Background: an optimization exercise with open tools, aiming at small area. Do not read the settings as production practice.
Where RTL was checked, it was by simulation tests only, not by an equivalence proof against the original.
No activity file was given, so power comes from the tool's default toggle rates.

==> inputs of run Y <==
==> flow/design.v <==
`timescale 1ns / 1ps
module pim_system #(
    parameter int BUS_WIDTH_BITS           = 64,
    parameter int CMD_SIZE_BITS            = 64,
    parameter int FETCH_BUS_TRANSFERS      = 128,
    parameter int MACS_PER_CYCLE           = 16,
    parameter int PIM_BASE_LATENCY_CYCLES  = 20,
    parameter int FETCH_CYCLES             = 5,
    parameter int STORE_CYCLES             = 5,
    parameter int SEQUENCER_FIFO_DEPTH     = 4,
    parameter int MICROPROG_LEN_WORDS      = 4,
    parameter int ADDR_WIDTH_BITS          = 64,
    parameter int MEM_DEPTH_WORDS          = 1024
)(
    input  logic clk,
    input  logic rst_n,
    input  logic cpu_cmd_valid,
    input  logic [CMD_SIZE_BITS-1:0]  cpu_cmd_data,
    output logic cpu_cmd_ready,
    input  logic cpu_microprog_valid,
    input  logic [CMD_SIZE_BITS*MICROPROG_LEN_WORDS-1:0] cpu_microprog_data,
    output logic cpu_microprog_ack,
    input  logic cpu_execute_seq_valid,
    output logic cpu_execute_seq_ready,
    output logic pim_system_idle,
    output logic sequencer_busy_out
);
    localparam int CW = 13;    
    localparam int EW = 4*CW;  
    function automatic logic [CW-1:0] encode(input logic [63:0] w);
        logic c, b, r;
        c = (w[63:56] == 8'h03);
        b = (w[63:56] == 8'h01) || (w[63:56] == 8'h02) || (w[63:56] == 8'h04);
        r = |w[3:0];
        encode = {!c || (w[4] && r), w[15:6], c ? w[5] : b, c && (w[4] || r)};
    endfunction
    logic [EW-1:0] mem [0:3];
    logic [3:0] valid_q;
    logic [3:0] move;
    logic       ack_q;
    logic       empty, full, do_write, do_read;
    logic [EW-1:0] wdata;
    assign wdata = {encode(cpu_microprog_data[255:192]), encode(cpu_microprog_data[191:128]),
                    encode(cpu_microprog_data[127:64]),  encode(cpu_microprog_data[63:0])};
    assign empty    = (valid_q == 4'b0000);
    assign full     = (valid_q == 4'b1111);
    assign do_write = cpu_microprog_valid && !full;
    assign move[3] = do_read;
    assign move[2] = valid_q[2] && (!valid_q[3] || move[3]);
    assign move[1] = valid_q[1] && (!valid_q[2] || move[2]);
    assign move[0] = valid_q[0] && (!valid_q[1] || move[1]);
    always_ff @(posedge clk) begin
        if (do_write) mem[0] <= wdata;
        for (int k = 1; k < 4; k++)
            if (move[k-1]) mem[k] <= mem[k-1];
    end
    always_ff @(posedge clk or negedge rst_n) begin
        if (!rst_n) begin
            valid_q <= '0;
            ack_q   <= 1'b0;
        end else begin
            ack_q <= do_write;
            valid_q[0] <= do_write || (valid_q[0] && !move[0]);
            for (int k = 1; k < 4; k++)
                valid_q[k] <= move[k-1] || (valid_q[k] && !move[k]);
        end
    end
    logic [4:0] seq_q;
    logic [EW-1:0] prog_q;
    logic       seq_busy, seq_issue;
    logic       ctrl_busy, accept;
    assign seq_busy  = (seq_q != 5'd0);
    assign seq_issue = seq_q[4] && !seq_q[3] && !seq_q[0];
    assign do_read   = (seq_q == 5'd14);
    always_ff @(posedge clk) begin
        if (do_read) prog_q <= mem[3];
    end
    always_ff @(posedge clk or negedge rst_n) begin
        if (!rst_n)
            seq_q <= 5'd0;
        else if (!seq_busy)
            seq_q <= empty ? 5'd0 : 5'd6;
        else if (seq_q[4] && seq_q[3])
            seq_q <= 5'd0;
        else if (!seq_q[4] || !ctrl_busy)
            seq_q <= seq_q + 5'd1;
    end
    logic [12:0] ctr_q;
    logic        rnd_q;
    logic [CW-1:0] code;
    logic [12:0]   start;
    always_comb begin
        code = encode(cpu_cmd_data) & {CW{!seq_issue}};
        for (int k = 0; k < 4; k++)
            code = code | (prog_q[k*CW +: CW] & {CW{seq_issue && seq_q[2:1] == 2'(k)}});
    end
    logic special;
    assign special = code[12] && !code[0];
    assign start = !special ? {1'b1, ~code[11:0]} : code[1] ? 13'd8075 : 13'd19;
    assign ctrl_busy = (ctr_q != {8'd0, 4'b1100, rnd_q});
    assign accept    = !ctrl_busy && (seq_issue || cpu_cmd_valid);
    always_ff @(posedge clk or negedge rst_n) begin
        if (!rst_n) begin
            ctr_q <= 13'd24;
            rnd_q <= 1'b0;
        end else if (accept) begin
            ctr_q <= start;
            rnd_q <= code[12] && code[0];
        end else if (ctrl_busy) begin
            ctr_q <= ctr_q + 13'd1;
        end
    end
    assign cpu_cmd_ready         = cpu_cmd_valid && !seq_issue && !ctrl_busy;
    assign cpu_microprog_ack     = ack_q;
    assign cpu_execute_seq_ready = !empty && !seq_busy;
    assign pim_system_idle       = !ctrl_busy && !seq_busy && empty;
    assign sequencer_busy_out    = seq_busy;
endmodule
==> flow/flow/run.sh <==
#!/bin/bash
# Standard layout, with two changes: the port buffers are the smallest
# buffer (buf_1), and clock tree synthesis uses smaller clock buffers and
# no dummy loads.
set -euo pipefail
export BUFFER_PORTS_ARGS="-buffer_cell sky130_fd_sc_hd__buf_1"
export CTS_ARGS="-sink_clustering_enable -repair_clock_nets -dont_use_dummy_load -buf_list {sky130_fd_sc_hd__clkbuf_2 sky130_fd_sc_hd__clkbuf_8} -root_buf sky130_fd_sc_hd__clkbuf_8 -tree_buf sky130_fd_sc_hd__clkbuf_8 -sink_clustering_buffer sky130_fd_sc_hd__clkbuf_2 -sink_clustering_size 7 -sink_clustering_max_diameter 30"
bash standard.sh > standard.log 2>&1
==> flow/standard.sh <==
#!/bin/bash
# synth_recipe.tcl (not shown) runs the flow's synth.tcl, then flattens the netlist and writes it again
# the make line also repeats each setting of config.mk as NAME=value (left out here)
make -C /OpenROAD-flow-scripts/flow DESIGN_CONFIG=/design/flow/config.mk WORK_HOME=/design/flow/orfs CLKGATE_MAP_FILE= SYNTH_SCRIPT=/design/flow/synth_recipe.tcl "${@:-finish}"
==> flow/config.mk <==
export PLATFORM = sky130hd
export DESIGN_NAME = pim_system
export DESIGN_NICKNAME = pim_system
export VERILOG_FILES = /design/flow/design.v
export SDC_FILE = /design/flow/constraint.sdc
export NUM_CORES = 4
export LEC_CHECK = 0
export CAP_MARGIN = 20
export CORE_MARGIN = 2
export CORE_UTILIZATION = 70
export PLACE_DENSITY = 0.8
export SLEW_MARGIN = 20
==> flow/constraint.sdc <==
create_clock -name core_clock -period 5.0 [get_ports {clk}]
set_input_delay 1.0000 -clock core_clock [delete_from_list [all_inputs] [get_ports {clk}]]
set_output_delay 1.0000 -clock core_clock [all_outputs]
set_load 0.01 [all_outputs]
==> run C: changes against run Y <==
==> flow/design.v (replaced) <==
`timescale 1ns / 1ps
module pim_system #(
    parameter int BUS_WIDTH_BITS           = 64,
    parameter int CMD_SIZE_BITS            = 64,
    parameter int FETCH_BUS_TRANSFERS      = 128,
    parameter int MACS_PER_CYCLE           = 16,
    parameter int PIM_BASE_LATENCY_CYCLES  = 20,
    parameter int FETCH_CYCLES             = 5,
    parameter int STORE_CYCLES             = 5,
    parameter int SEQUENCER_FIFO_DEPTH     = 4,
    parameter int MICROPROG_LEN_WORDS      = 4,
    parameter int ADDR_WIDTH_BITS          = 64,
    parameter int MEM_DEPTH_WORDS          = 1024
)(
    input  logic clk,
    input  logic rst_n,
    input  logic cpu_cmd_valid,
    input  logic [CMD_SIZE_BITS-1:0]  cpu_cmd_data,
    output logic cpu_cmd_ready,
    input  logic cpu_microprog_valid,
    input  logic [CMD_SIZE_BITS*MICROPROG_LEN_WORDS-1:0] cpu_microprog_data,
    output logic cpu_microprog_ack,
    input  logic cpu_execute_seq_valid,
    output logic cpu_execute_seq_ready,
    output logic pim_system_idle,
    output logic sequencer_busy_out
);
    localparam int CW = 13;    
    localparam int EW = 4*CW;  
    function automatic logic [CW-1:0] encode(input logic [63:0] w);
        logic c, b, z, r;
        c = (w[63:56] == 8'h03);
        b = (w[63:56] == 8'h01) || (w[63:56] == 8'h02) || (w[63:56] == 8'h04);
        z = (w[15:4] == 12'd0);
        r = |w[3:0];
        if (c) encode = (z && r) ? {1'b0, 12'd1} : {r, w[15:4]};
        else if (b) encode = {1'b0, 12'd116};
        else encode = {1'b1, 12'd0};
    endfunction
    logic [EW-1:0] mem [0:3];
    logic [1:0] wr_ptr_q, rd_ptr_q;
    logic       full_q;    
    logic       ack_q;
    logic       empty, full, do_write, do_read;
    logic [EW-1:0] wdata;
    assign wdata = {encode(cpu_microprog_data[255:192]), encode(cpu_microprog_data[191:128]),
                    encode(cpu_microprog_data[127:64]),  encode(cpu_microprog_data[63:0])};
    assign empty    = (wr_ptr_q == rd_ptr_q) && !full_q;
    assign full     = full_q;
    assign do_write = cpu_microprog_valid && !full;
    always_ff @(posedge clk) begin
        if (do_write) mem[wr_ptr_q] <= wdata;
    end
    always_ff @(posedge clk or negedge rst_n) begin
        if (!rst_n) begin
            wr_ptr_q <= '0;
            rd_ptr_q <= '0;
            full_q   <= 1'b0;
            ack_q    <= 1'b0;
        end else begin
            ack_q <= do_write;
            if (do_write) wr_ptr_q <= wr_ptr_q + 2'd1;
            if (do_read)  rd_ptr_q <= rd_ptr_q + 2'd1;
            if (do_read)       full_q <= 1'b0;
            else if (do_write) full_q <= (wr_ptr_q + 2'd1 == rd_ptr_q);
        end
    end
    logic       seq_busy_q, seq_pre_q;
    logic [3:0] seq_cnt_q;
    logic [EW-1:0] prog_q;
    logic       seq_issue, seq_wait, seq_cleanup;
    logic       ctrl_busy, accept;
    assign seq_issue   = seq_busy_q && !seq_pre_q && !seq_cnt_q[3] && !seq_cnt_q[2];
    assign seq_wait    = seq_busy_q && !seq_pre_q && seq_cnt_q[2];
    assign seq_cleanup = seq_busy_q && !seq_pre_q && seq_cnt_q[3];
    assign do_read     = seq_busy_q && seq_pre_q && (seq_cnt_q == 4'd8);
    logic [EW-1:0] head;
    always_comb begin
        head = '0;
        for (int k = 0; k < 4; k++)
            head = head | (mem[k] & {EW{rd_ptr_q == 2'(k)}});
    end
    always_ff @(posedge clk) begin
        if (do_read) prog_q <= head;
    end
    always_ff @(posedge clk or negedge rst_n) begin
        if (!rst_n) begin
            seq_busy_q <= 1'b0;
            seq_pre_q  <= 1'b0;
            seq_cnt_q  <= '0;
        end else if (!seq_busy_q) begin
            if (!empty) begin
                seq_busy_q <= 1'b1;
                seq_pre_q  <= 1'b1;
                seq_cnt_q  <= '0;
            end
        end else if (seq_pre_q) begin
            if (seq_cnt_q == 4'd9) begin
                seq_pre_q <= 1'b0;
                seq_cnt_q <= '0;
            end else begin
                seq_cnt_q <= seq_cnt_q + 4'd1;
            end
        end else if (seq_cleanup) begin
            seq_busy_q <= 1'b0;
            seq_cnt_q  <= '0;
        end else if (seq_issue) begin
            if (!ctrl_busy) seq_cnt_q[2] <= 1'b1;
        end else begin  
            if (!ctrl_busy) begin
                seq_cnt_q[2] <= 1'b0;
                if (seq_cnt_q[1:0] == 2'd3) seq_cnt_q[3] <= 1'b1;
                else seq_cnt_q[1:0] <= seq_cnt_q[1:0] + 2'd1;
            end
        end
    end
    logic [12:0] ctr_q;
    logic        rnd_q;
    logic [CW-1:0] code;
    logic [12:0]   start;
    always_comb begin
        code = encode(cpu_cmd_data) & {CW{!seq_issue}};
        for (int k = 0; k < 4; k++)
            code = code | (prog_q[k*CW +: CW] & {CW{seq_issue && seq_cnt_q[1:0] == 2'(k)}});
    end
    logic other;
    assign other = code[12] && (code[11:0] == 12'd0);
    assign start = other ? 13'd19 : {1'b1, ~code[11:0]};
    assign ctrl_busy = (ctr_q != {8'd0, 4'b1100, rnd_q});
    assign accept    = !ctrl_busy && (seq_issue || cpu_cmd_valid);
    always_ff @(posedge clk or negedge rst_n) begin
        if (!rst_n) begin
            ctr_q <= 13'd24;
            rnd_q <= 1'b0;
        end else if (accept) begin
            ctr_q <= start;
            rnd_q <= code[12] && !other;
        end else if (ctrl_busy) begin
            ctr_q <= ctr_q + 13'd1;
        end
    end
    assign cpu_cmd_ready         = cpu_cmd_valid && !seq_issue && !ctrl_busy;
    assign cpu_microprog_ack     = ack_q;
    assign cpu_execute_seq_ready = !empty && !seq_busy_q;
    assign pim_system_idle       = !ctrl_busy && !seq_busy_q && empty;
    assign sequencer_busy_out    = seq_busy_q;
endmodule
==> flow/flow/run.sh (replaced) <==
#!/bin/bash
# Standard layout, with two changes: the port buffers are the smallest
# buffer (buf_1), and clock tree synthesis uses smaller clock buffers and
# no dummy loads.
set -euo pipefail
export BUFFER_PORTS_ARGS="-buffer_cell sky130_fd_sc_hd__buf_1"
export CTS_ARGS="-sink_clustering_enable -repair_clock_nets -dont_use_dummy_load -buf_list {sky130_fd_sc_hd__clkbuf_8} -sink_clustering_size 20 -sink_clustering_max_diameter 50"
bash standard.sh > standard.log 2>&1
==> run G: changes against run Y <==
--- a/flow/design.v
+++ b/flow/design.v
@@ -82,8 +82,8 @@
             seq_q <= empty ? 5'd0 : 5'd6;
         else if (seq_q[4] && seq_q[3])
             seq_q <= 5'd0;
-        else if (!seq_q[4] || !ctrl_busy)
-            seq_q <= seq_q + 5'd1;
+        else
+            seq_q <= seq_q + {4'd0, !seq_q[4] || !ctrl_busy};
     end
     logic [12:0] ctr_q;
     logic        rnd_q;
@@ -97,18 +97,16 @@
     logic special;
     assign special = code[12] && !code[0];
     assign start = !special ? {1'b1, ~code[11:0]} : code[1] ? 13'd8075 : 13'd19;
-    assign ctrl_busy = (ctr_q != {8'd0, 4'b1100, rnd_q});
+    logic ctrl_on_q;
+    assign ctrl_busy = ctrl_on_q && (ctr_q != {8'd0, 4'b1100, rnd_q});
     assign accept    = !ctrl_busy && (seq_issue || cpu_cmd_valid);
     always_ff @(posedge clk or negedge rst_n) begin
-        if (!rst_n) begin
-            ctr_q <= 13'd24;
-            rnd_q <= 1'b0;
-        end else if (accept) begin
-            ctr_q <= start;
-            rnd_q <= code[12] && code[0];
-        end else if (ctrl_busy) begin
-            ctr_q <= ctr_q + 13'd1;
-        end
+        if (!rst_n)      ctrl_on_q <= 1'b0;
+        else if (accept) ctrl_on_q <= 1'b1;
+    end
+    always_ff @(posedge clk) begin
+        ctr_q <= accept ? start : ctr_q + {12'd0, ctrl_busy};
+        if (accept) rnd_q <= code[12] && code[0];
     end
     assign cpu_cmd_ready         = cpu_cmd_valid && !seq_issue && !ctrl_busy;
     assign cpu_microprog_ack     = ack_q;
==> flow/flow/run.sh (replaced) <==
#!/bin/bash
# The standard layout (standard.sh) with three changes:
#  - synthesis is the standard flow's synthesis script (synth_recipe.tcl, ORFS synth.tcl)
#    with only the ABC mapping script replaced by flow/abc_area.script
#    (area-oriented mapping plus don't-care optimisation, mfs2); the Yosys
#    passes, and so the registers and their names, are unchanged;
#  - port buffers are the smallest buffer, buf_1 (every port still gets one);
#  - clock tree synthesis builds its tree from clkbuf_8 and its leaves from
#    clkbuf_4 in clusters of at most 12 sinks, without dummy loads.
# The make run's output goes to standard.log; ORFS keeps each tool's own
# log under orfs/logs/.
set -euo pipefail
here=$(pwd)
sed "s#^source \$::env(SCRIPTS_DIR)/synth_preamble.tcl\$#&\nset abc_args [lreplace \$abc_args 1 1 $here/flow/abc_area.script]\nputs \"ABC script: [lindex \$abc_args 1]\"#" \
  "$FLOW_HOME/scripts/synth.tcl" > synth_abc.tcl
grep -q "flow/abc_area.script" synth_abc.tcl
sed "s#^source \$::env(SCRIPTS_DIR)/synth.tcl\$#source $here/synth_abc.tcl#" synth_recipe.tcl > own_synth.tcl
grep -q "source $here/synth_abc.tcl" own_synth.tcl
export BUFFER_PORTS_ARGS="-buffer_cell sky130_fd_sc_hd__buf_1"
export CTS_ARGS="-sink_clustering_enable -repair_clock_nets -dont_use_dummy_load -buf_list {sky130_fd_sc_hd__clkbuf_4 sky130_fd_sc_hd__clkbuf_8} -root_buf sky130_fd_sc_hd__clkbuf_8 -tree_buf sky130_fd_sc_hd__clkbuf_8 -sink_clustering_buffer sky130_fd_sc_hd__clkbuf_4 -sink_clustering_size 12 -sink_clustering_max_diameter 40"
bash standard.sh SYNTH_SCRIPT="$here/own_synth.tcl" finish > standard.log 2>&1
==> flow/flow/abc_area.script (new file) <==
&get -n
&st
&dc2
&put
&get -n
&st
&dch -f
&nf -R 1000 -p
&put
mfs2 -W 10
&get -n
&st
&dch -f
&nf -R 1000 -p
&put
mfs2 -W 10
&get -n
&st
&dch -f
&nf -R 1000 -p
&put
mfs2 -W 10
strash
&get -n
&st
&dch -f
&nf -R 1000 -p
&put
mfs2 -W 10
strash
&get -n
&st
&dch -f
&nf -R 1000 -p
&put
topo
- PLACE_DENSITY: 0.8 -> 0.9
==> comparison table <==
quantity                                                   run G       run C       run Y
Outcome                         no timing/DRC/antenna violations  no timing/DRC/antenna violations  no timing/DRC/antenna violations
Minimum clock period after layout                        3.63 ns     4.00 ns     3.32 ns
FFs & Latches                                                285         286         284
Signal buffers                                               135         143         133
Sequential power share                                     0.685       0.540       0.692
Routed met3 length                                       1320 um     2100 um     1210 um
Startpoint of the worst-slack reg-to-reg timing path    seq_q[3]    ctr_q[8]    ctr_q[4]
Synth Cell Area                                        9590 um^2  11600 um^2   9970 um^2
Cell depth of the worst min-delay path                         0           -           0
Antenna Cells                                                  3           0           0
Worst slack at placement                                 1.29 ns     1.53 ns     1.86 ns
Crit Reg-Reg Endpoint                                   ctr_q[8]    ctr_q[3]    ctr_q[4]
Fraction of area in multi-input gates                      0.116       0.235       0.135
Measured slew at the worst slew-check pin                1.08 ns    0.835 ns    0.860 ns
Wire per inst                                            20.2 um     22.0 um     17.1 um
Post-layout nets                                             980        1262        1016
Max-Slew Margin vs Limit                                   0.276       0.443       0.426
Wirelength, routed                                      16700 um    25100 um    14800 um
Crit-path max FO                                               9          12          17
Synthesized net count                                        813        1136         842
Function not checked in run C: the RTL went through the layout flow alone.

==> afterwards: timing with drivers on the ports <==
The results above use ideal ports. As a check the final layouts listed here were re-extracted and re-timed, cells and wires unchanged. Step 1: set_driving_cell puts a clkbuf_16 on clk and a buf_2 on each other input, an assumption about the parent block. Step 2 also shifts input and output timing later by t, the mid clock arrival at the registers, as if the neighbouring blocks saw the same clock. a / b / c = ideal / step 1 / step 2; a / b = the first two.
run | t, ns | setup slack, ns | worst register clock-pin slew, ns
run Y | 0.533 | 1.678 / 1.642 / 1.808 | 0.12 / 0.12
run C | 0.568 | 0.998 / 0.956 / 1.523 | 0.11 / 0.11
run G | 0.549 | 1.367 / 1.367 / 1.278 | 0.11 / 0.11
After both steps every run listed still meets setup and hold. The setup slack of run G, which loses most, moves by 0.000 ns with the drivers and by -0.089 ns with both steps.
